Context: an optimization exercise on an open-source flow, tuned for small area. The choices shown serve that exercise and are no tape-out recipe. Only simulation tests tie the RTL to the original design; equivalence was not proved. Power figures rest on the tool's default switching activity, not on a simulated workload.

==> flow/design.v (outline; a module is shown in full before it is edited, if it fits) <==
// module Rca: 14 lines
// module Csel: 12 lines
// module WordRing: 38 lines
// module CicDownSampler2: 76 lines
// module FIR_Kaiser_13Taps_LP_0d500: 68 lines
// module FIR_Kaiser_17Taps_LP_0d500: 70 lines
// module FIR_Kaiser_25Taps_LP_0d125: 124 lines
// module OrthDDS: 44 lines
// module ADPLL: 132 lines
// module MixMul: 276 lines
// module QuarterSin0: 336 lines
// module QuarterSin1: 336 lines
module ADPLL #(
    parameter PW=32, DW=12, AW=10
)(
    input wire clk, rst,     
    input wire signed [DW-1:0] in,
    input wire signed [PW-1:0] base_freq,
    output logic signed [DW-1:0] sin, cos,
    output logic signed [PW-1:0] freq
);
  // ...
==> flow/flow/run.sh <==
#!/bin/bash
# The standard layout, with the port buffers made of the platform's smallest
# buffer (sky130_fd_sc_hd__buf_1) instead of the cell buffer_ports picks by
# default. Every input and output port still gets its buffer.
set -o pipefail
cp standard.sh standard.sh.txt
export BUFFER_PORTS_ARGS="-buffer_cell sky130_fd_sc_hd__buf_1"
bash standard.sh > standard.log 2>&1
==> flow/standard.sh <==
#!/bin/bash
# synth_recipe.tcl (not shown) runs the flow's synth.tcl, then flattens the netlist and writes it again
# the make line also repeats each setting of config.mk as NAME=value (left out here)
make -C /OpenROAD-flow-scripts/flow DESIGN_CONFIG=/design/flow/config.mk WORK_HOME=/design/flow/orfs CLKGATE_MAP_FILE= SYNTH_SCRIPT=/design/flow/synth_recipe.tcl "${@:-finish}"
==> flow/config.mk <==
export PLATFORM = sky130hd
export DESIGN_NAME = ADPLL
export DESIGN_NICKNAME = ADPLL
export VERILOG_FILES = /design/flow/design.v
export SDC_FILE = /design/flow/constraint.sdc
export NUM_CORES = 4
export LEC_CHECK = 0
export CAP_MARGIN = 20
export CORE_MARGIN = 2
export CORE_UTILIZATION = 65
export CTS_BUF_LIST = sky130_fd_sc_hd__clkbuf_16
export CTS_CLUSTER_DIAMETER = 60
export CTS_CLUSTER_SIZE = 30
export PLACE_DENSITY = 0.75
export SLEW_MARGIN = 20
export SYNTH_MEMORY_MAX_BITS = 16384
==> flow/constraint.sdc <==
create_clock -name core_clock -period 10.0 [get_ports {clk}]
set_input_delay 2.0000 -clock core_clock [delete_from_list [all_inputs] [get_ports {clk}]]
set_output_delay 2.0000 -clock core_clock [all_outputs]
set_load 0.01 [all_outputs]
==> qor.csv, run 1 <==
stage,metric,value,unit
min_path,hp-class,flop to flop,
cts,cts.clk_slew.worst_paths,0.11,ns
floorplan,dieArea,67600,um2
sta,fin_tns_setup,0,ns
status,run_status,finished clean,
yosys,ys_seq_elements,977,
cells_and_area,clk_share,3.82,%
drt,via_per_inst,5.61,
sta,fin_hold_ws,0.319,ns
sta,setup_violations,0,
power,pwr.group.clock,0.00239,W
floorplan,coreArea,64600,um2
global_routing,grt_pass1_wl,144,mm
critical_path,cp_slowest_cell,fa_1,
yosys,post_synth_main_area_contributors,"dfxtp_1 (46%), fa_1 (12%), ha_1 (5.1%)",
cts,cts_root_buffer,clkbuf_16,
critical_path,path_common_cell,fa_1,
cells_and_area,buffers,154,
floorplan,fp.dieW,260,um
cells_and_area,largest_reg_flops,207,
critical_path,crit_type,flop to flop,
critical_path,max_stage_delay,0.44,ns
yosys,syn_inst,4268,
cells_and_area,seqCellArea,19600,um2
critical_path,timing.critical_path.from,freq[0],
critical_path,ff2ff_path_depth,31,
critical_path,crit_cells,31,
cells_and_area,inv_count,290,
drt,drt-initial-drc-count,2653,
cells_and_area,num-multi-input-gates,2780,
cts,hold_buffers,0,
global_routing,grt_overflow,0,
sta,grt_setup_unrepaired,true,
place,place_area,43600,um2
yosys,synth_xor_area_share,2.69,%
power,power.switching,0.00562,W
power,p_leak,18.8,nW
floorplan,ios,102,
yosys,synth-main-ff-cell,dfxtp_1,
sta,finalClockSkew,0.0372,ns
yosys,synth_top_family_by_area,adder cells,
yosys,synth_top_area_cell,dfxtp_1,
place,dp_hpwl,60.9,mm
global_routing,grt_max_degree,99,
==> run 2, diff against run 1 <==
==> flow/run.sh (new file) <==
#!/bin/bash
# synth_recipe.tcl (not shown) runs the flow's synth.tcl, then flattens the netlist and writes it again
# the make line also repeats each setting of config.mk as NAME=value (left out here)
make -C /OpenROAD-flow-scripts/flow DESIGN_CONFIG=/design/flow/config.mk WORK_HOME=/design/flow/orfs CLKGATE_MAP_FILE= SYNTH_SCRIPT=/design/flow/synth_recipe.tcl finish
removed: flow/flow/run.sh
removed: flow/standard.sh
==> run 2 against run 1 <==
Critical path depth stayed put; routed wire length is 0.98% higher; via count is 0.17% higher; largest power group unchanged; final area is 1.5% higher; sequential power hardly changed; register-to-register slack better by 0.06 ns; still clean on timing, DRC and antenna; critical endpoint unchanged; non-clock buffer count is 2 higher; clock skew is 0.013 ns higher; highest routed layer unchanged; synthesized area stayed put; fmax is 0.59% higher.
==> qor.csv, run 2 <==
stage,metric,value,unit,change
sta,drv_slew,0,,
cts,clock_latency,0.64,ns,
yosys,ys_top_cells_by_count,"dfxtp_1 (974), nand2_1 (408), nor2_1 (356)",,
floorplan,coreArea,64600,um2,unchanged
floorplan,dieArea,67600,um2,unchanged
yosys,synth_cell_types,94,,
critical_path,cp-end-kind,flop,,
critical_path,cp_slowest_cell,fa_1,,
drt,wl_per_cell,17.0,um,
sta,setup_violations,0,,unchanged
global_routing,grt_max_degree,115,,+16%
cells_and_area,largest_register,fir3.r,,
drt,drt-initial-drc-count,2408,,-9.2%
yosys,synth.avg_cell_area,9.98,um2,
yosys,synth-async-reset-ratio,0,%,
cts,htreeDepth,2,,
status,run_status,finished clean,,
critical_path,path_common_cell,fa_1,,
sta,slew_headroom,19.2,%,
place,dp_hpwl,61.7,mm,+1.2%
cells_and_area,largest_reg_flops,207,,unchanged
job,maxCapViolCount,0,,
cts,cts_buffer_depth,3,,
critical_path,cp.required,10.46,ns,
floorplan,initial_utilization,65.9,%,
power,p_per_area,316,nW/um2,
cts,hold_buffers,0,,unchanged
yosys,ys_warn_count,13,,
cells_and_area,reg_top3,"fir3.r x207, fir2.ring.r x96, fir1.ring.r x72",,
sta,grt_setup_unrepaired,false,,
cells_and_area,num_antenna_cells,0,,
place,numPortBuffers,101,,
yosys,syn_inst,4268,,unchanged
cts,cts.clk_slew.worst_paths,0.11,ns,about the same
sta,finalCriticalPeriod,9.53,ns,
global_routing,grt_overflow,0,,unchanged
yosys,post_synth_main_area_contributors,"dfxtp_1 (46%), fa_1 (12%), ha_1 (5.1%)",,
sta,finalCritPeriodShare,95.3,%,
global_routing,antenna_found_initial,0,,
floorplan,ios,102,,unchanged
yosys,synth_fp_nets,4743,,
drt,first_pass_iters,6,,
floorplan,fp-row-count,93,,
sta,hold_viol_final,0,,
critical_path,crit_fanout,2,,
yosys,synth_top_area_cell,dfxtp_1,,
yosys,ys_seq_elements,977,,unchanged
cells_and_area,final_common_cell,dfxtp_1,,
power,max-vdd-ir-drop,0.00107,V,
critical_path,cp-start-kind,flop,,
cts,numCtsBuffers,50,,
drt,postRouteAntennaNets,0,,
yosys,yosysMostFrequentCell,dfxtp_1,,
cts,cts_tree,built,,
floorplan,die_y,260,um,
global_routing,grt_pass1_vias,28200,,
power,p_leak,19.1,nW,+1.5%
critical_path,arrival,9.99,ns,
cts,cts_root_buffer,clkbuf_16,,
yosys,synth_area,42600,um2,
drt,wirelength,87.6,mm,
cts,clock_sinks,977,,
floorplan,fp.dieW,260,um,unchanged
cells_and_area,mostFrequentLayoutCells,"dfxtp_1 (967), nand2_1 (406), nor2_1 (356), inv_1 (280), a21oi_1 (268)",,
drt,drc,0,,
min_path,hp-class,flop to flop,,
drt,via_count,28900,,
cells_and_area,syn2layout_area_growth,8.08,%,
cells_and_area,drive_above_1_share,5.41,%,
yosys,synth-main-ff-cell,dfxtp_1,,
place,gp_congestion,0.947,,
global_routing,grt_pass1_wl,145,mm,+0.68%
sta,fin_hold_ws,0.317,ns,-0.00171 ns
drt,via_per_inst,5.62,,+0.11%
sta,worstMarginPinSlew,1.20,ns,
global_routing,grt_use_total,26.3,%,
cells_and_area,nets,4730,,
critical_path,max_stage_delay,0.43,ns,about the same
sta,finalClockSkew,0.0505,ns,+0.0133 ns
critical_path,crit_type,flop to flop,,
sta,fin_tns_setup,0,ns,unchanged
yosys,synth_edf_count,3,,
sta,max_freq,105,MHz,
yosys,yosysSeqAreaShare,46.0,%,
yosys,netlist.area_leader.share,45.8,%,
-- run 2: kinds of logic (layout without fill, tap and decap cells) --
group                    after synthesis  after routing  synth area share, %
AND/OR/NAND/NOR                     1303           1303                 14.6
multiplexers                         137            137                 3.59
AO/OA/AOI/OAI                        780            780                 11.5
XOR/XNOR                             131            131                 2.69
buffers and inverters                511            529                 4.55
adder cells (fa/ha/maj)              429            429                 17.1
flip-flops                           977            977                 46.0
-- run 2: layout make-up --
type	instances	area [um2]
repair buffers	156	1430
clock buffers	50	1250
inverters	290	1090
fillers	4847	18600
multi-input cells	2780	21100
clock inverters	33	498
well taps	855	1070
flip-flops and latches	977	19600
-- run 2: critical path, delay by kind of cell (launching register included) --
family,cells,cell delay (ns)
flip-flops,1,0.33
XOR/XNOR,2,0.31
adder cells (fa/ha/maj),17,6.40
buffers and inverters,2,0.12
AND/OR/NAND/NOR,3,0.37
AO/OA/AOI/OAI,7,1.80
-- run 2: layer usage --
layer | vias up | share of wire [%] | GRT usage [%]
met5 | - | 0 | 0
met4 | 0 | 2.9 | 8.08
met3 | 194 | 5.6 | 3.60
met2 | 868 | 46 | 42.4
met1 | 13700 | 45 | 37.2
li1 | 14100 | - | -
-- run 2: report_power, final --
part	switching, W	leakage, nW	total (W)	internal (W)
logic	0.00404	10.3	0.00747	0.00343
clock network	0.00137	0.838	0.00240	0.00104
registers	0.000280	7.94	0.00465	0.00437
total	0.00569	19.1	0.0145	0.00883
-- run 2: worst paths after layout --
check,from,end,slack [ns],depth (start not counted)
hold / removal,cicDs.q1[39],cicDs.q1[38],0.32,0
setup / recovery,freq[0],theDds.phaseAcc[31],0.47,31
setup reg to reg,freq[0],theDds.phaseAcc[31],0.47,31
hold reg to reg,cicDs.q1[39],cicDs.q1[38],0.32,0
-- run 2: per-stage QoR --
step / power (W) / utilization (%) / cell area, um2 / setup slack (ns) / cells
2_1_floorplan: 0.0104 / - / 42600 / 0.380 / 4268
3_3_place_gp: 0.0119 / 68.5 / 44200 / 0.179 / 5057
3_5_place_dp: 0.0122 / 68.5 / 44200 / 0.122 / 5057
4_1_cts: 0.0147 / 71.2 / 46000 / 0.0184 / 5140
5_1_grt: 0.0160 / 71.3 / 46000 / 0.0573 / 5141
6_report: 0.0145 / 71.3 / 46000 / 0.471 / 5141
-- run 2: what timing repair did --
item                                    4_1_cts  5_1_grt
buffers inserted                              0        1
gates resized for setup                       0        8
endpoints found under the setup margin        0        4
==> module CicDownSampler2, before the edit <==
module CicDownSampler2 (
    input wire clk, rst, init,
    input wire [3:0] hi,
    input wire [5:0] lo,
    input wire signed [11:0] in,
    output logic [10:0] f
);
    localparam DW = 38;
    logic [18:0] l1, l2, l3, h1, h2, h3;
    logic [39:0] dr, q1, q2;
    wire load = (hi == 4'd9) && (lo == 6'd38);
    wire loadh = (hi == 4'd9) && (lo == 6'd39);
    logic c1r, c2r, c3r, xs;
    wire [18:0] l1n, l2n, l3n, h1n, h2n, h3n;
    wire c1n, c2n, c3n, u1, u2, u3;
    Rca #(19) al1(l1, 19'(in), 1'b0, l1n, c1n);
    Rca #(19) ah1(h1, {19{xs}}, c1r, h1n, u1);
    Rca #(19) al2(l2, l1, 1'b0, l2n, c2n);
    Rca #(19) ah2(h2, h1, c2r, h2n, u2);
    Rca #(19) al3(load ? 19'd0 : l3, l2, 1'b0, l3n, c3n);
    Rca #(19) ah3(loadh ? 19'd0 : h3, h2, c3r, h3n, u3);
    always_ff@(posedge clk) begin
        if(rst) begin
            l1 <= '0; l2 <= '0; l3 <= '0; h1 <= '0; h2 <= '0; h3 <= '0;
            c1r <= 1'b0; c2r <= 1'b0; c3r <= 1'b0; xs <= 1'b0;
        end
        else begin
            l1 <= l1n; l2 <= l2n; l3 <= l3n;
            h1 <= h1n; h2 <= h2n; h3 <= h3n;
            c1r <= c1n; c2r <= c2n; c3r <= c3n;
            xs <= in[11];
        end
    end
    wire b0 = (hi == 4'd7) && (lo == 6'd39);
    wire qact = !init && (b0 || (hi == 4'd8 && lo <= 6'd36));
    wire b37 = (hi == 4'd8) && (lo == 6'd36);
    wire mact = !init && ((hi == 4'd8 && lo >= 6'd37) || (hi == 4'd9 && lo <= 6'd7));
    logic dprev, c1, cv, vsign;
    wire d = dr[0];
    wire d1 = b0 ? 1'b0 : dprev;      
    wire nt = ~d1;
    wire n1 = q2[0] ^ nt ^ c1;
    wire c1_n = (q2[0] & nt) | (q2[0] & c1) | (nt & c1);
    wire vb = d ^ q1[0] ^ cv;
    wire cv_n = (d & q1[0]) | (d & cv) | (q1[0] & cv);
    always_ff@(posedge clk) begin
        dprev <= d;
        if(qact) begin
            c1 <= c1_n; cv <= cv_n;
        end
        else begin
            c1 <= 1'b1; cv <= 1'b0;
        end
        if(b37) vsign <= vb;
    end
    always_ff@(posedge clk) begin
        if(load) dr <= {dr[0], dr[39:20], l3};
        else if(loadh) dr <= {dr[0], dr[39], dr[38], h3, dr[18:1]};
        else dr <= {dr[0], dr[39:1]};
        q1 <= {init ? 1'b0 : qact ? n1 : q1[0], q1[39:1]};
        q2 <= {init ? 1'b0 : qact ? d : q2[0], q2[39:1]};
    end
    wire vs = qact ? vb : mact ? vsign : 1'b0;
    logic [10:0] vd;
    logic [2:0] pc;
    wire [3:0] psum = vs + vd[0] + vd[4] + vd[5] + vd[10] + pc;
    always_ff@(posedge clk) begin
        vd <= {vd[9:0], vs};
        pc <= (qact | mact) ? psum[3:1] : 3'd0;
    end
    wire fsh = mact;
    always_ff@(posedge clk) begin
        if(rst) f <= '0;
        else if(fsh) f <= {psum[0], f[10:1]};
    end
endmodule
==> module FIR_Kaiser_25Taps_LP_0d125, before the edit <==
module FIR_Kaiser_25Taps_LP_0d125
(
    input wire Clock,
    input wire Clr,
    input wire Arm,
    input wire [8:0] In,           
    input wire [10:0] Sum,         
    output wire [10:0] Base,       
    output wire [8:0] Head,        
    output wire Run,
    output logic En,
    output logic [3:0] Sh,
    output logic Ng,
    input wire Shr,                
    output logic [10:0] Out,       
    output logic [10:0] Prev       
);
    logic [8:0] r [23];
    logic [4:0] phase;
    logic [2:0] pass;
    logic pending, started;
    logic [10:0] acc;
    logic en, ng;
    logic [3:0] sh;
    always_comb begin
        en = 1'b0; sh = 4'd0; ng = 1'b0;
        case({pass, phase})
            {3'd0, 5'd0}: begin en = 1'b1; sh = 4'd11; ng = 1'b1; end
            {3'd0, 5'd1}: begin en = 1'b1; sh = 4'd10; ng = 1'b1; end
            {3'd0, 5'd2}: begin en = 1'b1; sh = 4'd9; ng = 1'b1; end
            {3'd1, 5'd2}: begin en = 1'b1; sh = 4'd11; ng = 1'b0; end
            {3'd0, 5'd4}: begin en = 1'b1; sh = 4'd8; ng = 1'b0; end
            {3'd1, 5'd4}: begin en = 1'b1; sh = 4'd10; ng = 1'b0; end
            {3'd0, 5'd5}: begin en = 1'b1; sh = 4'd6; ng = 1'b0; end
            {3'd0, 5'd6}: begin en = 1'b1; sh = 4'd5; ng = 1'b0; end
            {3'd1, 5'd6}: begin en = 1'b1; sh = 4'd10; ng = 1'b0; end
            {3'd0, 5'd7}: begin en = 1'b1; sh = 4'd4; ng = 1'b0; end
            {3'd1, 5'd7}: begin en = 1'b1; sh = 4'd7; ng = 1'b1; end
            {3'd0, 5'd8}: begin en = 1'b1; sh = 4'd4; ng = 1'b0; end
            {3'd1, 5'd8}: begin en = 1'b1; sh = 4'd6; ng = 1'b0; end
            {3'd2, 5'd8}: begin en = 1'b1; sh = 4'd9; ng = 1'b0; end
            {3'd3, 5'd8}: begin en = 1'b1; sh = 4'd11; ng = 1'b1; end
            {3'd0, 5'd9}: begin en = 1'b1; sh = 4'd3; ng = 1'b0; end
            {3'd1, 5'd9}: begin en = 1'b1; sh = 4'd5; ng = 1'b1; end
            {3'd2, 5'd9}: begin en = 1'b1; sh = 4'd7; ng = 1'b0; end
            {3'd3, 5'd9}: begin en = 1'b1; sh = 4'd10; ng = 1'b0; end
            {3'd0, 5'd10}: begin en = 1'b1; sh = 4'd3; ng = 1'b0; end
            {3'd1, 5'd10}: begin en = 1'b1; sh = 4'd7; ng = 1'b1; end
            {3'd2, 5'd10}: begin en = 1'b1; sh = 4'd9; ng = 1'b0; end
            {3'd3, 5'd10}: begin en = 1'b1; sh = 4'd11; ng = 1'b1; end
            {3'd0, 5'd11}: begin en = 1'b1; sh = 4'd3; ng = 1'b0; end
            {3'd0, 5'd12}: begin en = 1'b1; sh = 4'd3; ng = 1'b0; end
            {3'd1, 5'd12}: begin en = 1'b1; sh = 4'd7; ng = 1'b1; end
            {3'd2, 5'd12}: begin en = 1'b1; sh = 4'd9; ng = 1'b0; end
            {3'd3, 5'd12}: begin en = 1'b1; sh = 4'd11; ng = 1'b1; end
            {3'd0, 5'd13}: begin en = 1'b1; sh = 4'd3; ng = 1'b0; end
            {3'd1, 5'd13}: begin en = 1'b1; sh = 4'd5; ng = 1'b1; end
            {3'd2, 5'd13}: begin en = 1'b1; sh = 4'd7; ng = 1'b0; end
            {3'd3, 5'd13}: begin en = 1'b1; sh = 4'd10; ng = 1'b0; end
            {3'd0, 5'd14}: begin en = 1'b1; sh = 4'd4; ng = 1'b0; end
            {3'd1, 5'd14}: begin en = 1'b1; sh = 4'd6; ng = 1'b0; end
            {3'd2, 5'd14}: begin en = 1'b1; sh = 4'd9; ng = 1'b0; end
            {3'd3, 5'd14}: begin en = 1'b1; sh = 4'd11; ng = 1'b1; end
            {3'd0, 5'd15}: begin en = 1'b1; sh = 4'd4; ng = 1'b0; end
            {3'd1, 5'd15}: begin en = 1'b1; sh = 4'd7; ng = 1'b1; end
            {3'd0, 5'd16}: begin en = 1'b1; sh = 4'd5; ng = 1'b0; end
            {3'd1, 5'd16}: begin en = 1'b1; sh = 4'd10; ng = 1'b0; end
            {3'd0, 5'd17}: begin en = 1'b1; sh = 4'd6; ng = 1'b0; end
            {3'd0, 5'd18}: begin en = 1'b1; sh = 4'd8; ng = 1'b0; end
            {3'd1, 5'd18}: begin en = 1'b1; sh = 4'd10; ng = 1'b0; end
            {3'd0, 5'd20}: begin en = 1'b1; sh = 4'd9; ng = 1'b1; end
            {3'd1, 5'd20}: begin en = 1'b1; sh = 4'd11; ng = 1'b0; end
            {3'd0, 5'd21}: begin en = 1'b1; sh = 4'd10; ng = 1'b1; end
            {3'd0, 5'd22}: begin en = 1'b1; sh = 4'd11; ng = 1'b1; end
            default: ;
        endcase
    end
    assign Run = started | (pending & (phase == 5'd0));
    wire last = (phase == 5'd22);
    wire lastpass = (pass == 3'd4);
    assign Head = r[0];
    assign Base = acc;
    assign En = Run & en;
    assign Sh = Run ? sh : 4'd0;
    assign Ng = Run & en & ng;
    wire [8:0] tail = Clr ? 9'd0 : (Run & lastpass) ? (last ? In : r[1]) : r[0];
    always_ff@(posedge Clock) begin
        for(int j = 0; j < 22; j++) r[j] <= r[j+1];
        r[22] <= tail;
        phase <= (Clr | last) ? 5'd0 : phase + 1'b1;
    end
    always_ff@(posedge Clock) begin
        if(Clr) begin
            pending <= 1'b0;
            started <= 1'b0;
            pass <= 3'd0;
        end
        else begin
            if(Arm) pending <= 1'b1;
            else if(Run & last & lastpass) pending <= 1'b0;
            if(Run) begin
                started <= ~(last & lastpass);
                if(last) pass <= lastpass ? 3'd0 : pass + 1'b1;
            end
        end
    end
    always_ff@(posedge Clock) begin
        if(Arm) acc <= 11'd0;
        else if(Run && !lastpass) acc <= Sum;
    end
    always_ff@(posedge Clock) begin
        if(Clr) begin
            Out <= '0;
            Prev <= '0;
        end
        else if(Run && lastpass && phase == 5'd0) begin
            Out <= acc;
            Prev <= Out;
        end
        else if(Shr) begin
            Prev <= {Prev[10], Prev[10:1]};
        end
    end
endmodule
==> module ADPLL, before the edit <==
module ADPLL #(
    parameter PW=32, DW=12, AW=10
)(
    input wire clk, rst,     
    input wire signed [DW-1:0] in,
    input wire signed [PW-1:0] base_freq,
    output logic signed [DW-1:0] sin, cos,
    output logic signed [PW-1:0] freq
);
    logic signed [DW-1:0] mix;
    wire [DW-1:0] mix_n;
    MixMul mul(in, sin, mix_n);
    always_ff@(posedge clk) begin
        mix <= mix_n;
    end
    logic [5:0] lo;
    logic [3:0] hi;
    logic c125, c62, init;
    wire strobe = (hi == 4'd9) && (lo == 6'd39);
    wire en_62k5 = strobe & c125 & c62;
    always_ff@(posedge clk) begin
        if(rst) begin
            lo <= '0; hi <= '0; c125 <= 1'b0; c62 <= 1'b0; init <= 1'b1;
        end
        else begin
            lo <= (lo == 6'd39) ? 6'd0 : lo + 1'b1;
            if(lo == 6'd39) hi <= (hi == 4'd9) ? 4'd0 : hi + 1'b1;
            if(strobe) begin
                c125 <= ~c125;
                if(c125) c62 <= ~c62;
                init <= 1'b0;
            end
        end
    end
    wire [10:0] cic_f, y1, y3, y3_prev;
    wire [8:0] y2;
    CicDownSampler2 cicDs(clk, rst, init, hi, lo, mix, cic_f);
    wire arm3 = !init && !c125 && !c62 && (hi == 4'd0) && (lo == 6'd1);
    wire arm2 = !init && !c125 && (hi == 4'd3) && (lo == 6'd30);
    wire arm1 = !init && (hi == 4'd5) && (lo == 6'd0);
    wire run1, run2, run3, en1, en2, en3, ng1, ng2, ng3;
    wire [3:0] sh1, sh2, sh3;
    wire [11:0] xsel = ({12{run1}} & {cic_f, 1'b0}) | ({12{run2}} & {y1, 1'b0})
                     | ({12{run3}} & {head3, 3'b000});
    wire signed [11:0] xs = xsel;
    wire [3:0] sh = sh1 | sh2 | sh3;
    wire [11:0] term = (en1 | en2 | en3) ? 12'(xs >>> sh) : 12'd0;
    wire [11:0] base1, base2;
    wire [10:0] base3;
    wire [8:0] head3;
    wire [11:0] bsel = ({12{run1}} & base1) | ({12{run2}} & base2) | ({12{run3}} & {1'b0, base3});
    wire ng = ng1 | ng2 | ng3;
    wire [11:0] rsum;
    wire rco;
    Rca #(12) radd(bsel, term ^ {12{ng}}, ng, rsum, rco);
    FIR_Kaiser_25Taps_LP_0d125 fir3(clk, init, arm3, y2, rsum[10:0], base3, head3, run3, en3, sh3, ng3, pr, y3, y3_prev);
    FIR_Kaiser_17Taps_LP_0d500 fir2(clk, init, arm2, c62, rsum, base2, run2, en2, sh2, ng2, y2);
    FIR_Kaiser_13Taps_LP_0d500 fir1(clk, init, arm1, c125, rsum, base1, run1, en1, sh1, ng1, y1);
    logic pr;
    logic [5:0] j;
    always_ff@(posedge clk) begin
        if(init) begin
            pr <= 1'b0;
            j <= '0;
        end
        else if(c125 && c62 && hi == 4'd8 && lo == 6'd37) begin
            pr <= 1'b1;
            j <= '0;
        end
        else if(pr) begin
            j <= j + 1'b1;
            if(j == 6'd42) pr <= 1'b0;
        end
    end
    wire st = pr & y3_prev[0];
    logic [12:0] dl;
    logic [2:0] mc;
    logic [1:0] nc;
    wire [3:0] msum = dl[12] + dl[10] + dl[8] + !dl[3] + st + mc;
    wire [2:0] nsum = dl[5] + dl[1] + st + nc;
    always_ff@(posedge clk) begin
        dl <= {dl[11:0], st};
        mc <= pr ? msum[3:1] : 3'd1;
        nc <= pr ? nsum[2:1] : 2'd0;
    end
    logic [39:0] xr;
    logic [31:0] psh;
    logic [31:0] p;
    logic pc, xc, nzr, s31, ovp, ovn;
    wire upd = pr && j >= 6'd10;
    wire xh = xr[0];
    wire pb = msum[0] ^ xh ^ pc;
    wire xb = nsum[0] ^ xh ^ xc;
    wire clampw = (ovp | ovn) && ((hi == 4'd0 && lo >= 6'd8) || (hi == 4'd1 && lo == 6'd0));
    wire cbit = (lo == 6'd39) || (ovn && lo == 6'd0);
    always_ff@(posedge clk) begin
        xr <= {init ? 1'b0 : upd ? xb : clampw ? cbit : xh, xr[39:1]};
        psh <= {pb, psh[31:1]};
        if(upd) begin
            pc <= (msum[0] & xh) | (msum[0] & pc) | (xh & pc);
            xc <= (nsum[0] & xh) | (nsum[0] & xc) | (xh & xc);
        end
        else begin
            pc <= 1'b0;
            xc <= 1'b0;
        end
        if(upd && j <= 6'd40) nzr <= nzr | xb;
        else if(!pr) nzr <= 1'b0;
        if(j == 6'd41) s31 <= xb;
        if(init) begin
            ovp <= 1'b0;
            ovn <= 1'b0;
        end
        else if(pr && j == 6'd42) begin
            ovp <= !xb & s31 & nzr;
            ovn <= xb & !s31;
        end
        else if(hi == 4'd1 && lo == 6'd1) begin
            ovp <= 1'b0;
            ovn <= 1'b0;
        end
    end
    always_ff@(posedge clk) begin
        if(rst) p <= '0;
        else if(en_62k5) p <= {pb, psh[31:1]};
    end
    always_ff@(posedge clk) begin
        if(rst) freq <= base_freq;
        else freq <= base_freq + p;
    end
    OrthDDS theDds(clk, rst, freq, sin, cos);
endmodule
==> run 3, diff against run 2 <==
--- a/flow/design.v
+++ b/flow/design.v
@@ -69,6 +69,8 @@
     input wire [3:0] hi,
     input wire [5:0] lo,
     input wire signed [11:0] in,
+    input wire [12:0] dl,          
+    output wire vs,                
     output logic [10:0] f
 );
     localparam DW = 38;
@@ -97,10 +99,10 @@
             xs <= in[11];
         end
     end
-    wire b0 = (hi == 4'd7) && (lo == 6'd39);
-    wire qact = !init && (b0 || (hi == 4'd8 && lo <= 6'd36));
-    wire b37 = (hi == 4'd8) && (lo == 6'd36);
-    wire mact = !init && ((hi == 4'd8 && lo >= 6'd37) || (hi == 4'd9 && lo <= 6'd7));
+    wire b0 = (hi == 4'd6) && (lo == 6'd39);
+    wire qact = !init && (b0 || (hi == 4'd7 && lo <= 6'd36));
+    wire b37 = (hi == 4'd7) && (lo == 6'd36);
+    wire mact = !init && ((hi == 4'd7 && lo >= 6'd37) || (hi == 4'd8 && lo <= 6'd7));
     logic dprev, c1, cv, vsign;
     wire d = dr[0];
     wire d1 = b0 ? 1'b0 : dprev;      
@@ -126,12 +128,10 @@
         q1 <= {init ? 1'b0 : qact ? n1 : q1[0], q1[39:1]};
         q2 <= {init ? 1'b0 : qact ? d : q2[0], q2[39:1]};
     end
-    wire vs = qact ? vb : mact ? vsign : 1'b0;
-    logic [10:0] vd;
+    assign vs = qact ? vb : mact ? vsign : 1'b0;
     logic [2:0] pc;
-    wire [3:0] psum = vs + vd[0] + vd[4] + vd[5] + vd[10] + pc;
+    wire [3:0] psum = vs + dl[0] + dl[4] + dl[5] + dl[10] + pc;
     always_ff@(posedge clk) begin
-        vd <= {vd[9:0], vs};
         pc <= (qact | mact) ? psum[3:1] : 3'd0;
     end
     wire fsh = mact;
@@ -292,7 +292,6 @@
     output logic [3:0] Sh,
     output logic Ng,
     input wire Shr,                
-    output logic [10:0] Out,       
     output logic [10:0] Prev       
 );
     logic [8:0] r [23];
@@ -385,17 +384,15 @@
         end
     end
     always_ff@(posedge Clock) begin
-        if(Arm) acc <= 11'd0;
+        if(Clr | Arm) acc <= 11'd0;
         else if(Run && !lastpass) acc <= Sum;
     end
     always_ff@(posedge Clock) begin
         if(Clr) begin
-            Out <= '0;
             Prev <= '0;
         end
-        else if(Run && lastpass && phase == 5'd0) begin
-            Out <= acc;
-            Prev <= Out;
+        else if(Arm) begin
+            Prev <= acc;
         end
         else if(Shr) begin
             Prev <= {Prev[10], Prev[10:1]};
@@ -480,9 +477,11 @@
             end
         end
     end
-    wire [10:0] cic_f, y1, y3, y3_prev;
+    wire [10:0] cic_f, y1, y3_prev;
     wire [8:0] y2;
-    CicDownSampler2 cicDs(clk, rst, init, hi, lo, mix, cic_f);
+    logic [12:0] dl;
+    wire cvs;
+    CicDownSampler2 cicDs(clk, rst, init, hi, lo, mix, dl, cvs, cic_f);
     wire arm3 = !init && !c125 && !c62 && (hi == 4'd0) && (lo == 6'd1);
     wire arm2 = !init && !c125 && (hi == 4'd3) && (lo == 6'd30);
     wire arm1 = !init && (hi == 4'd5) && (lo == 6'd0);
@@ -501,33 +500,24 @@
     wire [11:0] rsum;
     wire rco;
     Rca #(12) radd(bsel, term ^ {12{ng}}, ng, rsum, rco);
-    FIR_Kaiser_25Taps_LP_0d125 fir3(clk, init, arm3, y2, rsum[10:0], base3, head3, run3, en3, sh3, ng3, pr, y3, y3_prev);
+    FIR_Kaiser_25Taps_LP_0d125 fir3(clk, init, arm3, y2, rsum[10:0], base3, head3, run3, en3, sh3, ng3, pr, y3_prev);
     FIR_Kaiser_17Taps_LP_0d500 fir2(clk, init, arm2, c62, rsum, base2, run2, en2, sh2, ng2, y2);
     FIR_Kaiser_13Taps_LP_0d500 fir1(clk, init, arm1, c125, rsum, base1, run1, en1, sh1, ng1, y1);
     logic pr;
-    logic [5:0] j;
+    wire j42 = (hi == 4'd0) && (lo == 6'd0);
+    wire j41 = (hi == 4'd9) && (lo == 6'd39);
     always_ff@(posedge clk) begin
-        if(init) begin
-            pr <= 1'b0;
-            j <= '0;
-        end
-        else if(c125 && c62 && hi == 4'd8 && lo == 6'd37) begin
-            pr <= 1'b1;
-            j <= '0;
-        end
-        else if(pr) begin
-            j <= j + 1'b1;
-            if(j == 6'd42) pr <= 1'b0;
-        end
+        if(init) pr <= 1'b0;
+        else if(c125 && c62 && hi == 4'd8 && lo == 6'd37) pr <= 1'b1;
+        else if(j42) pr <= 1'b0;
     end
     wire st = pr & y3_prev[0];
-    logic [12:0] dl;
     logic [2:0] mc;
     logic [1:0] nc;
     wire [3:0] msum = dl[12] + dl[10] + dl[8] + !dl[3] + st + mc;
     wire [2:0] nsum = dl[5] + dl[1] + st + nc;
     always_ff@(posedge clk) begin
-        dl <= {dl[11:0], st};
+        dl <= {dl[11:0], st | cvs};
         mc <= pr ? msum[3:1] : 3'd1;
         nc <= pr ? nsum[2:1] : 2'd0;
     end
@@ -535,7 +525,7 @@
     logic [31:0] psh;
     logic [31:0] p;
     logic pc, xc, nzr, s31, ovp, ovn;
-    wire upd = pr && j >= 6'd10;
+    wire upd = pr && ((hi == 4'd9 && lo >= 6'd8) || j42);
     wire xh = xr[0];
     wire pb = msum[0] ^ xh ^ pc;
     wire xb = nsum[0] ^ xh ^ xc;
@@ -552,14 +542,14 @@
             pc <= 1'b0;
             xc <= 1'b0;
         end
-        if(upd && j <= 6'd40) nzr <= nzr | xb;
+        if(upd && !j41 && !j42) nzr <= nzr | xb;
         else if(!pr) nzr <= 1'b0;
-        if(j == 6'd41) s31 <= xb;
+        if(j41) s31 <= xb;
         if(init) begin
             ovp <= 1'b0;
             ovn <= 1'b0;
         end
-        else if(pr && j == 6'd42) begin
+        else if(pr && j42) begin
             ovp <= !xb & s31 & nzr;
             ovn <= xb & !s31;
         end
==> run 3 against run 2 <==
Final cell count fell by 1.4%; clock power rose by 3%; first-iteration DRC count rose by 5.4%; fmax rose by 0.69%; synthesized cell count fell by 1.6%; combinational power fell by 2%; register-to-register slack improved by 0.07 ns; power fell by 1.6%; final area fell by 1.3%; worst setup slack improved by 0.065 ns; largest power group unchanged; highest routed layer is now met5.
==> qor.csv, run 3 <==
stage,metric,value,unit,change
status,run_status,finished clean,,
sta,worstMarginPinSlew,1.04,ns,-0.164 ns
global_routing,grt_overflow,0,,unchanged
cells_and_area,fill_cells,4791,,-1.2%
cells_and_area,nets,4651,,-1.7%
cts,cts_tree,built,,
yosys,yosysMostFrequentCell,dfxtp_1,,
global_routing,antenna_found_initial,7,,+7
global_routing,grt_use_total,27.6,%,+1.2 points
cells_and_area,num_antenna_cells,0,,unchanged
sta,setup_violations,0,,unchanged
power,combPwrFrac,51.0,%,-0.4 points
yosys,synth_fp_nets,4673,,-1.5%
drt,drt-initial-drc-count,2537,,+5.4%
drt,first_pass_iters,5,,-1
place,gp_congestion,0.940,,-0.75%
cts,cts.clk_slew.worst_paths,0.10,ns,about the same
cells_and_area,mostFrequentLayoutCells,"dfxtp_1 (940), nand2_1 (401), nor2_1 (318), inv_1 (294), a21oi_1 (259)",,
cts,cts_root_buffer,clkbuf_16,,
sta,fin_tns_setup,0,ns,unchanged
yosys,ys_top_cells_by_count,"dfxtp_1 (946), nand2_1 (401), nor2_1 (318)",,
floorplan,ios,102,,unchanged
power,power.switching,0.00559,W,-1.8%
cells_and_area,final_common_cell,dfxtp_1,,
critical_path,crit_buf_inv,2,,unchanged
place,placedCellCount,4982,,-1.5%
drt,drc,0,,unchanged
yosys,ys_warn_count,13,,unchanged
cts,htreeDepth,2,,unchanged
sta,finalCritPeriodShare,94.6,%,-0.65 points
critical_path,cp.required,10.49,ns,+0.03 ns
yosys,synth_cell_types,85,,-9.6%
floorplan,initial_utilization,65.4,%,-0.50 points
drt,wl_per_cell,17.9,um,+5.2%
power,p_clk_share,17.4,%,+0.8 points
critical_path,cp-start-kind,flop,,
yosys,yosysSeqAreaShare,45.4,%,-0.65 points
power,p_per_area,314,nW/um2,-0.35%
global_routing,grt_max_degree,136,,+18%
power,seqPwrFrac,31.6,%,-0.4 points
sta,finalCriticalPeriod,9.46,ns,-0.0654 ns
sta,slew_headroom,30.7,%,+11 points
sta,fin_hold_ws,0.325,ns,+0.00750 ns
drt,via_count,28700,,-0.58%
global_routing,grt_pass1_wl,149,mm,+2.7%
cts,clock_latency,0.64,ns,about the same
critical_path,crit_fanout,3,,+1
critical_path,path_common_cell,fa_1,,
cells_and_area,stdcell_count,5068,,-1.4%
yosys,synth_edf_count,3,,unchanged
job,maxCapViolCount,0,,unchanged
drt,postRouteAntennaNets,0,,unchanged
yosys,synth-main-ff-cell,dfxtp_1,,
drt,via_per_inst,5.67,,+0.85%
yosys,synth_top_area_cell,dfxtp_1,,
place,dp_hpwl,63.0,mm,+2.1%
cells_and_area,largest_register,fir3.r,,
cells_and_area,largest_reg_flops,207,,unchanged
floorplan,fp-row-count,93,,unchanged
sta,grt_setup_unrepaired,false,,
cts,numCtsBuffers,50,,unchanged
power,p_leak,19.0,nW,-0.48%
cts,hold_buffers,0,,unchanged
sta,hold_viol_final,0,,unchanged
sta,drv_slew,0,,unchanged
yosys,syn_inst,4201,,-1.6%
power,max-vdd-ir-drop,0.000750,V,-30%
cts,cts_buffer_depth,3,,unchanged
critical_path,cp-end-kind,flop,,
yosys,synth.avg_cell_area,9.98,um2,about the same
yosys,synth_area,41900,um2,-1.5%
cells_and_area,finish.instance_area,45400,um2,-1.3%
critical_path,crit_family,adder cells,,
yosys,synth-async-reset-ratio,0,%,unchanged
yosys,post_synth_main_area_contributors,"dfxtp_1 (45%), fa_1 (12%), ha_1 (5.1%)",,
yosys,ys_seq_elements,949,,-2.9%
cells_and_area,syn2layout_area_growth,8.28,%,
sta,finalClockSkew,0.0240,ns,-0.0265 ns
floorplan,die_y,258,um,-0.73%
place,numPortBuffers,101,,unchanged
floorplan,dieArea,66600,um2,-1.5%
cells_and_area,drive_above_1_share,5.51,%,+0.094 points
sta,max_freq,106,MHz,+0.69%
drt,wirelength,90.9,mm,+3.7%
floorplan,coreArea,64100,um2,-0.72%
floorplan,fp.dieW,258,um,-0.73%
critical_path,max_stage_delay,0.47,ns,+0.04 ns
place,place_area,43500,um2,-1.6%
power,intPower,0.00869,W,-1.6%
cts,clock_sinks,949,,-2.9%
critical_path,cp_slowest_cell,fa_1,,
yosys,netlist.area_leader.share,45.1,%,-0.65 points
critical_path,arrival,9.96,ns,-0.03 ns
critical_path,crit_type,flop to flop,,
global_routing,grt_pass1_vias,28000,,-0.93%
cells_and_area,reg_top3,"fir3.r x207, fir2.ring.r x96, fir1.ring.r x72",,
min_path,hp-class,flop to flop,,
power,p_sw_share,39.1,%,-0.052 points
## run 3: stage by stage
step                      worst slack [ns]  util (%)  power [W]
final                                0.536      70.8     0.0143
after global placement               0.535      67.9     0.0116
after detailed placement             0.347      67.9     0.0119
after floorplan                      0.857         -     0.0100
after CTS                            0.387      70.8     0.0144
after global routing                0.0353      70.8     0.0157
## run 3: per-layer routing
metal | GRT usage, % | part of all wire (%) | vias up
met4 | 7.72 | 2.8 | 10
met3 | 5.65 | 7.1 | 172
li1 | - | - | 14000
met1 | 39.2 | 45 | 13700
met5 | 0 | 0.076 | -
met2 | 43.1 | 45 | 871
## run 3: cells by family (layout without fill, tap and decap cells)
group / count (synthesis) / after routing / synth area share, %
compound gates: 792 / 792 / 12.2
mux: 134 / 134 / 3.53
flops: 949 / 949 / 45.4
buf+inv: 526 / 538 / 4.81
xor+xnor: 123 / 123 / 2.57
simple gates: 1251 / 1251 / 14.3
fa+ha+maj: 426 / 426 / 17.3
## run 3: repair_timing
item	4_1_cts	5_1_grt
setup endpoints to repair	0	1
setup buffers	0	0
gates resized for setup	0	1
## run 3: power by group through the flow
stage                     Clock (W)  Sequential, W  Combinational (W)
after floorplan                   0        0.00453            0.00546
after global placement            0        0.00459            0.00699
after detailed placement          0        0.00460            0.00727
after CTS                   0.00254        0.00452            0.00733
after global routing        0.00269        0.00457            0.00842
final                       0.00248        0.00452            0.00729
## run 3: layout make-up
cell class	instances	area [um2]	area share [%]
clock inverter	33	543	1.20
sequential	949	19000	41.9
inverter	298	1120	2.46
multi-input combinational	2726	20900	46.0
clock buffer	53	1330	2.92
timing repair buffer	154	1410	3.11
tap	855	1070	2.36
## run 3: final timing paths
path	from	to	slack, ns	depth (start not counted)
min	fir2.ring.r[2][9]	fir2.ring.r[1][9]	0.32	0
max reg2reg	freq[0]	theDds.phaseAcc[31]	0.54	31
min reg2reg	fir2.ring.r[2][9]	fir2.ring.r[1][9]	0.32	0
max	freq[0]	theDds.phaseAcc[31]	0.54	31
==> run 4, diff against run 3 <==
--- a/flow/config.mk
+++ b/flow/config.mk
@@ -5,6 +5,7 @@
 export SDC_FILE = /design/flow/constraint.sdc
 export NUM_CORES = 4
 export LEC_CHECK = 0
+export ABC_AREA = 1
 export CAP_MARGIN = 20
 export CORE_MARGIN = 2
 export CORE_UTILIZATION = 65
==> run 4 against run 3 <==
Still clean on timing, DRC and antenna; synthesized area down 1.1%; non-clock buffer count decreased by 17; flip-flop and latch count unchanged; register-to-register slack better by 0.099 ns; clock power is 8.1% lower; power down 3.4%; sequential power barely moved; fmax is 1.1% higher; combinational power down 3.7%; critical path depth rose by 14; clock skew is 0.0081 ns higher; global-route usage increased by 3.1 points.
==> qor.csv, run 4 <==
stage,metric,value,unit,change
sta,slew_headroom,22.3,%,-8.4 points
global_routing,grt_pass1_wl,163,mm,+9.2%
yosys,synth_area,41500,um2,-1.1%
cells_and_area,fill_cells,4893,,+2.1%
yosys,synth.avg_cell_area,8.86,um2,-11%
sta,grt_setup_unrepaired,false,,
sta,hold_viol_final,0,,unchanged
critical_path,cp-start-kind,flop,,
global_routing,grt_use_total,30.7,%,+3.1 points
floorplan,ios,102,,unchanged
cells_and_area,drive_above_1_share,4.83,%,-0.68 points
cells_and_area,largest_reg_flops,207,,unchanged
drt,via_per_inst,5.54,,-2.1%
critical_path,max_stage_delay,0.47,ns,about the same
sta,finalClockSkew,0.0322,ns,+0.00814 ns
yosys,synth-compound-area-share,12.1,%,-0.10 points
yosys,post_synth_main_area_contributors,"dfxtp_1 (46%), fa_1 (12%), inv_1 (6.4%)",,
power,combPwrFrac,50.9,%,about the same
global_routing,grt_max_degree,108,,-21%
critical_path,r2r_slack,0.64,ns,+0.10 ns
yosys,yosysSeqAreaShare,45.9,%,+0.49 points
floorplan,dieArea,65900,um2,-1.1%
sta,finalCriticalPeriod,9.36,ns,-0.0993 ns
power,p_leak,20.1,nW,+5.6%
cts,numCtsBuffers,47,,-6.0%
floorplan,die_y,257,um,-0.53%
cts,cts_root_buffer,clkbuf_16,,
sta,setup_violations,0,,unchanged
drt,wl_per_cell,18.0,um,+0.46%
critical_path,cp_slowest_cell,fa_1,,
drt,drt-initial-drc-count,2984,,+18%
critical_path,reg2reg_from,freq[0],,
global_routing,antenna_found_initial,5,,-2
drt,via_count,31000,,+8.0%
floorplan,fp.dieW,257,um,-0.53%
power,intPower,0.00817,W,-6.0%
cts,clock_sinks,949,,unchanged
yosys,yosys.area_share.adder,17.4,%,+0.19 points
floorplan,initial_utilization,65.8,%,+0.37 points
place,dp_hpwl,72.1,mm,+15%
cells_and_area,syn2layout_area_growth,7.97,%,
yosys,synth-main-ff-cell,dfxtp_1,,
cts,cts_tree,built,,
yosys,synth_cell_types,73,,-14%
power,power.switching,0.00562,W,+0.64%
global_routing,grt_pass1_vias,30600,,+9.4%
critical_path,cp.required,10.52,ns,+0.03 ns
drt,wirelength,101,mm,+11%
yosys,synth_edf_count,3,,unchanged
sta,max_freq,107,MHz,+1.1%
cells_and_area,largest_register,fir3.r,,
cts,cts.clk_slew.worst_paths,0.10,ns,about the same
yosys,yosysMostFrequentCell,dfxtp_1,,
critical_path,ff2ff_path_depth,45,,+45%
drt,drc,0,,unchanged
sta,worstMarginPinSlew,1.14,ns,+0.0964 ns
min_path,min_path_cells,0,,unchanged
yosys,synth_mux_area_share,0.0513,%,-3.5 points
critical_path,arrival,9.88,ns,-0.08 ns
yosys,syn_inst,4683,,+11%
cells_and_area,final_common_cell,dfxtp_1,,
yosys,synth_top_family_by_area,adder cells,,
yosys,synth_simple_gate_area_share,15.0,%,+0.72 points
status,run_status,finished clean,,
place,numPortBuffers,101,,unchanged
drt,first_pass_iters,6,,+1
yosys,synth_xor_area_share,1.22,%,-1.3 points
cells_and_area,nets,5186,,+12%
power,p_per_area,308,nW/um2,-2.1%
min_path,hold_end,fir1.ring.r[3][2],,
yosys,ys_top_cells_by_count,"dfxtp_1 (946), inv_1 (709), nand2_1 (625)",,
cts,cts_buffer_depth,3,,unchanged
min_path,hold_path_startpoint,fir1.ring.r[4][2],,
critical_path,crit_type,flop to flop,,
power,p_sw_share,40.8,%,+1.6 points
power,seqPwrFrac,32.6,%,+1.0 points
critical_path,cp-end-kind,flop,,
yosys,synth-async-reset-ratio,0,%,unchanged
sta,drv_slew,0,,unchanged
yosys,ys_seq_elements,949,,unchanged
yosys,synth_fp_nets,5155,,+10%
critical_path,crit_fanout,3,,unchanged
yosys,ys_warn_count,13,,unchanged
floorplan,coreArea,63100,um2,-1.6%
cells_and_area,reg_top3,"fir3.r x207, fir2.ring.r x96, fir1.ring.r x72",,
cells_and_area,mostFrequentLayoutCells,"dfxtp_1 (946), inv_1 (711), nand2_1 (624), nor2_1 (606), o21ai_0 (317)",,
critical_path,rr_endpoint,theDds.phaseAcc[31],,
critical_path,path_common_cell,fa_1,,
power,p_clk_share,16.5,%,-0.9 points
sta,finalCritPeriodShare,93.6,%,-0.99 points
drt,postRouteAntennaNets,0,,unchanged
yosys,synth_top_area_cell,dfxtp_1,,
min_path,hp-class,flop to flop,,
floorplan,fp-row-count,92,,-1.1%
cts,clock_latency,0.65,ns,about the same
yosys,netlist.area_leader.share,45.6,%,+0.49 points
cts,htreeDepth,2,,unchanged
cells_and_area,final_core_util,71.0,%,+0.19 points
job,maxCapViolCount,0,,unchanged
power,max-vdd-ir-drop,0.000595,V,-21%
cells_and_area,num_antenna_cells,0,,unchanged
place,gp_congestion,0.989,,+5.2%
global_routing,grt_overflow,0,,unchanged
sta,fin_tns_setup,0,ns,unchanged
==> run 4: cell types whose count changed in the layout (fill, tap and decap cells not counted), moves of 72 or more <==
cell     change
mux2i_1     -79
nand3_1     +77
and2_1      -72
inv_1      +417
o21ai_0    +169
nand2_1    +223
nor2_1     +288
nor2b_1    -204
==> run 4: cells by family (layout without fill, tap and decap cells) <==
logic type,count (synthesis),after routing
and+or+nand+nor,1496,1496
buffers and inverters,891,953
AOI/OAI and AO/OA,861,861
DFF,949,949
muxes,2,2
xor gates and xnor gates,58,58
adders and majority gates,426,426
==> run 4: final cells by class <==
class                      instances  area [um2]  share of cell area, %
sequential                       949       19000                   42.5
tap                              846        1060                   2.36
clock inverter                    32         430                  0.961
multi-input combinational       2843       19000                   42.5
inverter                         736        2780                   6.20
clock buffer                      48        1200                   2.68
timing repair buffer             137        1290                   2.87
==> run 4: repair_timing <==
| item | 4_1_cts | 5_1_grt |
|---|---|---|
| hold buffers | 0 | 0 |
| endpoints found under the setup margin | 0 | 1 |
| gates resized for setup | 0 | 1 |
| buffers inserted | 0 | 0 |
==> run 4: power by group through the flow <==
| stage | Combinational (W) | Clock, W | Sequential, W |
|---|---|---|---|
| 3_5_place_dp | 0.00704 | 0 | 0.00459 |
| 5_1_grt | 0.00824 | 0.00245 | 0.00455 |
| 4_1_cts | 0.00710 | 0.00232 | 0.00450 |
| 6_report | 0.00702 | 0.00228 | 0.00450 |
| 2_1_floorplan | 0.00536 | 0 | 0.00453 |
| 3_3_place_gp | 0.00680 | 0 | 0.00458 |
==> run 4: layer usage <==
layer | part of all wire (%) | vias to the layer above | track usage [%]
met1 | 42 | 14600 | 41.2
met3 | 6.8 | 268 | 4.05
met2 | 48 | 1181 | 51.4
li1 | - | 14900 | -
met4 | 3.5 | 2 | 10.9
met5 | 0.0069 | - | 0
==> run 4: metrics by stage <==
step	hold WS, ns	worst slack, ns	instances	cell area [um2]	power, W
floorplan	0.310	0.930	4683	41500	0.00989
global placement	0.310	0.754	5510	43200	0.0114
detailed placement	0.312	0.525	5510	43200	0.0116
CTS	0.323	0.491	5590	44800	0.0139
global route	0.328	0.0619	5591	44800	0.0152
finish	0.318	0.636	5591	44800	0.0138
==> run 4: worst max path at each step <==
| stage | start | endpoint | slack, ns | cells past startpoint |
|---|---|---|---|---|
| finish | freq[0] | theDds.phaseAcc[31] | 0.64 | 45 |
| global route | freq[0] | theDds.phaseAcc[31] | 0.06 | 45 |
| CTS | freq[0] | theDds.phaseAcc[31] | 0.49 | 45 |
| detailed placement | freq[0] | theDds.phaseAcc[31] | 0.53 | 45 |
| global placement | freq[0] | theDds.phaseAcc[31] | 0.75 | 45 |
| floorplan | hi[0] | cicDs.l3[18] | 0.93 | 33 |
==> run 4: worst max-delay path: cells and delay by family (launching register included) <==
| kind | cells | cell delay, ns |
|---|---|---|
| AOI/OAI and AO/OA | 4 | 0.46 |
| and+or+nand+nor | 21 | 1.49 |
| buffers and inverters | 3 | 0.22 |
| DFF | 1 | 0.32 |
| adders and majority gates | 17 | 6.77 |
==> run 5, diff against run 4 <==
==> flow/flow/run.sh (new file) <==
#!/bin/bash
# The standard layout, with the port buffers made of the platform's smallest
# buffer (sky130_fd_sc_hd__buf_1) instead of the cell buffer_ports picks by
# default. Every input and output port still gets its buffer.
set -o pipefail
cp standard.sh standard.sh.txt
export BUFFER_PORTS_ARGS="-buffer_cell sky130_fd_sc_hd__buf_1"
bash standard.sh > standard.log 2>&1
==> flow/standard.sh (new file) <==
#!/bin/bash
# synth_recipe.tcl (not shown) runs the flow's synth.tcl, then flattens the netlist and writes it again
# the make line also repeats each setting of config.mk as NAME=value (left out here)
make -C /OpenROAD-flow-scripts/flow DESIGN_CONFIG=/design/flow/config.mk WORK_HOME=/design/flow/orfs CLKGATE_MAP_FILE= SYNTH_SCRIPT=/design/flow/synth_recipe.tcl "${@:-finish}"
--- a/flow/config.mk
+++ b/flow/config.mk
@@ -5,7 +5,6 @@
 export SDC_FILE = /design/flow/constraint.sdc
 export NUM_CORES = 4
 export LEC_CHECK = 0
-export ABC_AREA = 1
 export CAP_MARGIN = 20
 export CORE_MARGIN = 2
 export CORE_UTILIZATION = 65
removed: flow/run.sh
==> run 5 against run 4 <==
Critical path type unchanged; combinational power grew 2%; core utilization shrank 1.1 points; sequential share of layout area is essentially flat; critical endpoint unchanged; still clean on timing, DRC and antenna.
==> qor.csv, run 5 <==
stage,metric,value,unit,change
min_path,hold_path_startpoint,cicDs.q1[29],,
yosys,yosys.area_share.adder,17.3,%,-0.19 points
floorplan,die_y,258,um,+0.53%
yosys,ys_seq_elements,949,,unchanged
yosys,synth_top_family_by_area,adder cells,,
cts,htreeDepth,2,,unchanged
critical_path,arrival,9.95,ns,+0.07 ns
yosys,yosysSeqAreaShare,45.4,%,-0.49 points
sta,finalClockSkew,0.0398,ns,+0.00763 ns
yosys,synth-main-ff-cell,dfxtp_1,,
power,p_leak,18.8,nW,-6.4%
critical_path,cp_slowest_cell,fa_1,,
cells_and_area,largest_reg_flops,207,,unchanged
yosys,post_synth_main_area_contributors,"dfxtp_1 (45%), fa_1 (12%), ha_1 (5.1%)",,
sta,finalCriticalPeriod,9.47,ns,+0.104 ns
critical_path,ff2ff_path_depth,31,,-31%
global_routing,grt_pass1_wl,148,mm,-9.0%
yosys,synth-async-reset-ratio,0,%,unchanged
min_path,min_path_cells,0,,unchanged
drt,first_pass_iters,6,,unchanged
cts,numCtsBuffers,51,,+8.5%
sta,hold_viol_final,0,,unchanged
cts,cts_root_buffer,clkbuf_16,,
floorplan,ios,102,,unchanged
critical_path,r2r_slack,0.53,ns,-0.10 ns
cells_and_area,seqCellArea,19000,um2,about the same
yosys,synth_edf_count,3,,unchanged
drt,drt-initial-drc-count,2646,,-11%
critical_path,reg2reg_from,freq[0],,
cts,clock_sinks,949,,unchanged
min_path,hold_end,cicDs.q1[28],,
yosys,synth_xor_area_share,2.57,%,+1.3 points
sta,setup_violations,0,,unchanged
cells_and_area,largest_register,fir3.r,,
sta,slew_headroom,28.1,%,+5.8 points
critical_path,crit_fanout,3,,unchanged
sta,fin_tns_setup,0,ns,unchanged
yosys,synth_simple_gate_area_share,14.3,%,-0.72 points
global_routing,grt_pass1_vias,28000,,-8.5%
cells_and_area,fill_cells,4993,,+2.0%
global_routing,grt_overflow,0,,unchanged
cells_and_area,nets,4658,,-10%
cells_and_area,mostFrequentLayoutCells,"dfxtp_1 (940), nand2_1 (401), nor2_1 (318), inv_1 (295), a21oi_1 (259)",,
floorplan,fp.dieW,258,um,+0.53%
drt,via_count,29000,,-6.3%
floorplan,initial_utilization,65.4,%,-0.37 points
place,dp_hpwl,63.5,mm,-12%
sta,drv_slew,0,,unchanged
global_routing,grt_use_total,27.4,%,-3.3 points
floorplan,coreArea,64100,um2,+1.6%
yosys,yosysMostFrequentCell,dfxtp_1,,
yosys,synth_mux_area_share,3.53,%,+3.5 points
critical_path,crit_type,flop to flop,,
cells_and_area,syn2layout_area_growth,6.92,%,
yosys,ys_top_cells_by_count,"dfxtp_1 (946), nand2_1 (401), nor2_1 (318)",,
cells_and_area,final_common_cell,dfxtp_1,,
cells_and_area,reg_top3,"fir3.r x207, fir2.ring.r x96, fir1.ring.r x72",,
cts,cts.clk_slew.worst_paths,0.09,ns,about the same
min_path,hp-class,flop to flop,,
place,gp_congestion,0.944,,-4.5%
cells_and_area,multi_input_area,20900,um2,+9.9%
critical_path,cp.required,10.48,ns,-0.04 ns
place,numPortBuffers,101,,unchanged
cts,clock_latency,0.64,ns,about the same
drt,drc,0,,unchanged
yosys,synth.avg_cell_area,9.98,um2,+13%
status,run_status,finished clean,,
power,p_per_area,316,nW/um2,+2.7%
sta,finalCritPeriodShare,94.7,%,+1.0 points
yosys,synth-compound-area-share,12.2,%,+0.10 points
critical_path,path_common_cell,fa_1,,
sta,grt_setup_unrepaired,false,,
job,maxCapViolCount,0,,unchanged
floorplan,dieArea,66600,um2,+1.1%
yosys,synth_fp_nets,4673,,-9.4%
sta,max_freq,106,MHz,-1.1%
global_routing,grt_max_degree,223,,+110%
drt,postRouteAntennaNets,0,,unchanged
yosys,synth_cell_types,85,,+16%
sta,worstMarginPinSlew,1.08,ns,-0.0581 ns
cells_and_area,drive_above_1_share,5.66,%,+0.84 points
cts,cts_tree,built,,
yosys,synth_area,41900,um2,+1.1%
cts,hold_buffers,0,,unchanged
floorplan,fp-row-count,93,,+1.1%
drt,wl_per_cell,17.9,um,-0.80%
cts,cts_buffer_depth,3,,unchanged
drt,wirelength,90.8,mm,-9.9%
global_routing,antenna_found_initial,7,,+2
yosys,synth_top_area_cell,dfxtp_1,,
sta,fin_hold_ws,0.303,ns,-0.0142 ns
yosys,ys_warn_count,13,,unchanged
critical_path,max_stage_delay,0.46,ns,about the same
critical_path,rr_endpoint,theDds.phaseAcc[31],,
critical_path,cp-start-kind,flop,,
power,max-vdd-ir-drop,0.000696,V,+17%
drt,via_per_inst,5.72,,+3.2%
critical_path,cp-end-kind,flop,,
yosys,netlist.area_leader.share,45.1,%,-0.49 points
yosys,syn_inst,4201,,-10%
-- run 5: power breakdown --
| group | switching [W] | total, W | internal (W) |
|---|---|---|---|
| Combinational | 0.00400 | 0.00719 | 0.00319 |
| Clock | 0.00137 | 0.00248 | 0.00111 |
| Sequential | 0.000259 | 0.00451 | 0.00425 |
-- run 5: what timing repair did --
item	CTS	global route
gates resized for setup	0	2
setup buffers	0	1
endpoints found under the setup margin	0	1
-- run 5: per-layer routing --
| layer | vias to the layer above | part of all wire, % | GRT usage [%] |
|---|---|---|---|
| met4 | 12 | 2.7 | 8.11 |
| li1 | 14000 | - | - |
| met1 | 13900 | 43 | 38.0 |
| met5 | - | 0.079 | 0 |
| met2 | 990 | 46 | 43.8 |
| met3 | 179 | 7.7 | 5.52 |
-- run 5: area by class of cell --
| class | count | area share (%) |
|---|---|---|
| diodes | 2 | 0.0112 |
| clock buffers | 51 | 2.85 |
| clock inverters | 37 | 1.33 |
| inverters | 298 | 2.49 |
| multi-input cells | 2726 | 46.6 |
| flip-flops and latches | 949 | 42.4 |
| well taps | 855 | 2.39 |
| repair buffers | 160 | 1.87 |
-- run 5: logic make-up after synthesis --
logic type / Yosys count
adder cells (fa/ha/maj): 426
XOR/XNOR: 123
buffers and inverters: 526
multiplexers: 134
AND/OR/NAND/NOR: 1251
AO/OA/AOI/OAI: 792
flip-flops: 949
-- run 5: worst max path at each step --
stage | cells after the start | slack [ns] | to | startpoint
after global placement | 31 | 0.52 | theDds.phaseAcc[31] | freq[0]
final | 31 | 0.53 | theDds.phaseAcc[31] | freq[0]
after CTS | 31 | 0.33 | theDds.phaseAcc[31] | freq[0]
after detailed placement | 31 | 0.32 | theDds.phaseAcc[31] | freq[0]
after global routing | 31 | 0.06 | theDds.phaseAcc[31] | freq[0]
after floorplan | 31 | 0.86 | theDds.phaseAcc[31] | freq[0]
-- run 5: worst max-delay path: cells and delay by family, from the launching register on --
family	cells	cell delay, ns
adder cells (fa/ha/maj)	17	6.82
AND/OR/NAND/NOR	4	0.57
XOR/XNOR	2	0.33
buffers and inverters	2	0.12
AO/OA/AOI/OAI	6	1.16
flip-flops	1	0.32
-- run 5: metrics by stage --
stage | utilization, % | total power [W] | worst slack, ns | area [um2] | std cells
after floorplan | - | 0.0100 | 0.857 | 41900 | 4201
after global placement | 67.0 | 0.0115 | 0.515 | 43000 | 4987
after detailed placement | 67.0 | 0.0118 | 0.318 | 43000 | 4987
after CTS | 69.9 | 0.0143 | 0.328 | 44800 | 5075
after global routing | 69.9 | 0.0156 | 0.0579 | 44800 | 5077
final | 70.0 | 0.0142 | 0.531 | 44800 | 5078
==> run 6, diff against run 5 <==
--- a/flow/config.mk
+++ b/flow/config.mk
@@ -5,12 +5,14 @@
 export SDC_FILE = /design/flow/constraint.sdc
 export NUM_CORES = 4
 export LEC_CHECK = 0
+export ABC_AREA = 1
 export CAP_MARGIN = 20
 export CORE_MARGIN = 2
 export CORE_UTILIZATION = 65
 export CTS_BUF_LIST = sky130_fd_sc_hd__clkbuf_16
 export CTS_CLUSTER_DIAMETER = 60
 export CTS_CLUSTER_SIZE = 30
+export GPL_TIMING_DRIVEN = 0
 export PLACE_DENSITY = 0.75
 export SLEW_MARGIN = 20
 export SYNTH_MEMORY_MAX_BITS = 16384
==> run 6 against run 5 <==
Count of clock-buffer cells in the layout fell by 3; sequential power about the same; largest power group unchanged; global-route usage rose by 6.4 points; highest routed layer unchanged; hold slack improved by 0.019 ns; die area shrank 1.1%; synthesized cell count is 11% higher; largest cell class unchanged.
==> qor.csv, run 6 <==
stage,metric,value,unit,change
sta,slew_headroom,30.6,%,+2.5 points
critical_path,cp.required,10.52,ns,+0.04 ns
power,seqPwrFrac,32.2,%,+0.4 points
sta,finalClockSkew,0.0485,ns,+0.00871 ns
drt,drt-initial-drc-count,3093,,+17%
critical_path,cp-end-kind,flop,,
critical_path,crit_chain,"inv_1, fa_1, inv_1, fa_1, fa_1, fa_1, fa_1, fa_1, fa_1, fa_1, fa_1, fa_1, fa_1, fa_1, fa_1, fa_1, fa_1, fa_1, fa_1, fa_1, o21ai_0, a21oi_1",,
cts,numCtsBuffers,48,,-5.9%
sta,finalCriticalPeriod,9.53,ns,+0.0625 ns
yosys,yosysSeqAreaShare,45.9,%,+0.49 points
cts,cts.clk_slew.worst_paths,0.11,ns,+0.02 ns
drt,wirelength,111,mm,+23%
power,p_sw_share,42.0,%,+2.3 points
critical_path,arrival,10.05,ns,+0.10 ns
critical_path,cp-start-kind,flop,,
drt,first_pass_iters,7,,+1
cells_and_area,syn2layout_area_growth,7.76,%,
global_routing,grt_pass1_vias,32000,,+15%
drt,postRouteAntennaNets,0,,unchanged
power,total_power,0.0140,W,-1.0%
drt,via_per_inst,5.66,,-1.0%
critical_path,crit_fanout,19,,+16
cts,clock_latency,0.66,ns,+0.02 ns
drt,wl_per_cell,19.5,um,+9.0%
floorplan,initial_utilization,65.8,%,+0.37 points
cts,cts_buffer_depth,3,,unchanged
cells_and_area,mostFrequentLayoutCells,"dfxtp_1 (944), inv_1 (710), nand2_1 (625), nor2_1 (605), o21ai_0 (316)",,
yosys,synth_area,41500,um2,-1.1%
yosys,synth_top_area_cell,dfxtp_1,,
sta,setup_violations,0,,unchanged
critical_path,cp_slowest_cell,dfxtp_1,,
global_routing,antenna_found_initial,4,,-3
yosys,post_synth_main_area_contributors,"dfxtp_1 (46%), fa_1 (12%), inv_1 (6.4%)",,
yosys,synth-async-reset-ratio,0,%,unchanged
global_routing,grt_use_total,33.9,%,+6.4 points
yosys,ys_seq_elements,949,,unchanged
cts,clock_sinks,949,,unchanged
sta,max_freq,105,MHz,-0.66%
power,combPwrFrac,51.1,%,+0.4 points
yosys,synth.avg_cell_area,8.86,um2,-11%
job,maxCapViolCount,0,,unchanged
yosys,ys_warn_count,13,,unchanged
power,intPower,0.00813,W,-4.8%
yosys,syn_inst,4683,,+11%
drt,via_count,32300,,+11%
place,place_area,42900,um2,about the same
global_routing,grt_overflow,0,,unchanged
critical_path,crit_buf_inv,2,,unchanged
cts,hold_buffers,0,,unchanged
cells_and_area,reg_top3,"fir3.r x207, fir2.ring.r x96, fir1.ring.r x72",,
floorplan,coreArea,63100,um2,-1.6%
power,p_leak,20.0,nW,+6.3%
place,dp_hpwl,82.4,mm,+30%
yosys,synth_fp_nets,5155,,+10%
floorplan,die_y,257,um,-0.53%
cells_and_area,largest_register,fir3.r,,
sta,fin_hold_ws,0.323,ns,+0.0194 ns
place,gp_congestion,1.03,,+8.9%
place,numPortBuffers,97,,-4.0%
cts,htreeDepth,2,,unchanged
floorplan,fp-row-count,92,,-1.1%
cells_and_area,final_common_cell,dfxtp_1,,
cells_and_area,drive_above_1_share,4.85,%,-0.81 points
power,p_clk_share,16.7,%,-0.8 points
cells_and_area,largest_reg_flops,207,,unchanged
drt,drc,0,,unchanged
floorplan,dieArea,65900,um2,-1.1%
power,power.switching,0.00590,W,+4.6%
global_routing,grt_max_degree,31,,-86%
status,run_status,finished clean,,
global_routing,grt_pass1_wl,176,mm,+19%
sta,worstMarginPinSlew,1.04,ns,-0.0373 ns
cts,cts_tree,built,,
sta,hold_viol_final,0,,unchanged
yosys,synth-main-ff-cell,dfxtp_1,,
yosys,synth_cell_types,73,,-14%
cells_and_area,finish.instance_area,44700,um2,-0.29%
sta,finalCritPeriodShare,95.3,%,+0.62 points
critical_path,max_stage_delay,0.66,ns,+0.20 ns
sta,drv_slew,0,,unchanged
yosys,yosysMostFrequentCell,dfxtp_1,,
cts,cts_root_buffer,clkbuf_16,,
floorplan,ios,102,,unchanged
yosys,synth_edf_count,3,,unchanged
cells_and_area,nets,5310,,+14%
critical_path,crit_type,flop to flop,,
min_path,hp-class,flop to flop,,
power,p_per_area,314,nW/um2,-0.74%
floorplan,fp.dieW,257,um,-0.53%
yosys,ys_top_cells_by_count,"dfxtp_1 (946), inv_1 (709), nand2_1 (625)",,
power,max-vdd-ir-drop,0.000516,V,-26%
critical_path,r2r_slack,0.47,ns,-0.06 ns
yosys,netlist.area_leader.share,45.6,%,+0.49 points
critical_path,path_common_cell,fa_1,,
critical_path,crit_family,adder cells,,
==> run 6: cell type report <==
cell class                      count  area, um2
Multi-Input combinational cell   2843      19000
Antenna cell                        1       2.50
Clock inverter                     28        472
Buffer                            153        676
Fill cell                        4786      18400
Inverter                          736       2790
Clock buffer                       48       1200
Tap cell                          846       1060
Timing Repair Buffer              107        452
Sequential cell                   949      19000
==> run 6: power groups by stage <==
stage	sequential (W)	clock (W)	combinational (W)
after floorplan	0.00453	0	0.00536
after global placement	0.00459	0	0.00673
after detailed placement	0.00461	0	0.00699
after CTS	0.00452	0.00237	0.00719
after global routing	0.00457	0.00249	0.00824
final	0.00452	0.00234	0.00717
==> run 6: cell families (layout without fill, tap and decap cells) <==
group | count (synthesis) | in the layout | synth area share (%)
AOI/OAI and AO/OA | 861 | 861 | 12.1
DFF | 949 | 949 | 45.9
xor gates and xnor gates | 58 | 58 | 1.22
other | 0 | 1 | 0
muxes | 2 | 2 | 0.0513
buffers and inverters | 891 | 1072 | 8.33
adders and majority gates | 426 | 426 | 17.4
and+or+nand+nor | 1496 | 1496 | 15.0
==> run 6: path summary, 6_finish.rpt <==
| kind | depth (start not counted) | end | startpoint |
|---|---|---|---|
| setup reg to reg | 22 | cicDs.h1[18] | cicDs.xs |
| setup / recovery | 22 | cicDs.h1[18] | cicDs.xs |
| hold / removal | 0 | fir1.ring.r[2][9] | fir1.ring.r[3][9] |
| hold reg to reg | 0 | fir1.ring.r[2][9] | fir1.ring.r[3][9] |
==> run 6: metal layers <==
layer  vias to the layer above  GRT usage (%)  part of all wire [%]
li1                      15200              -                     -
met1                     15200           43.4                    40
met2                      1511           56.3                    47
met3                       392           5.02                   7.6
met4                         2           16.5                   5.3
met5                         -              0                0.0072
==> run 6: timing repair <==
action,4_1_cts,5_1_grt
pin swaps,1,2
setup endpoints to repair,3,7
setup buffers,2,8
resized for setup,1,19
==> run 6: per-stage QoR <==
step / util [%] / TNS [ns] / cells / setup slack [ns]
detailed placement: 68.0 / -0.587 / 5626 / -0.398
global route: 70.9 / -0.0359 / 5711 / -0.0252
finish: 70.9 / 0 / 5711 / 0.469
global placement: 68.0 / -0.174 / 5626 / -0.174
CTS: 70.7 / 0 / 5704 / 0.118
floorplan: - / 0 / 4683 / 0.930

## re-timing with driven ports
In the flow no input, the clock included, has a driving cell. The finished layouts below were timed again as built, in two steps.
Step 1 assumes that a clkbuf_16 drives the clock port and a buf_2 every other input.
Step 2, shift: input delay + t, output delay - t, t = (earliest + latest rising clock arrival at the registers) / 2. This alone moves slack from input paths to output paths.
a / b / c = no drivers / after step 1 / after step 2; a / b = the first two.
run	t (ns)	setup slack, ns
run 1	0.679	0.414 / 0.415 / 0.415
run 2	0.668	0.471 / 0.471 / 0.471
run 3	0.685	0.536 / 0.536 / 0.536
run 4	0.703	0.636 / 0.636 / 0.636
run 5	0.697	0.531 / 0.531 / 0.531
run 6	0.699	0.469 / 0.469 / 0.469
After both steps every run listed still meets setup and hold.
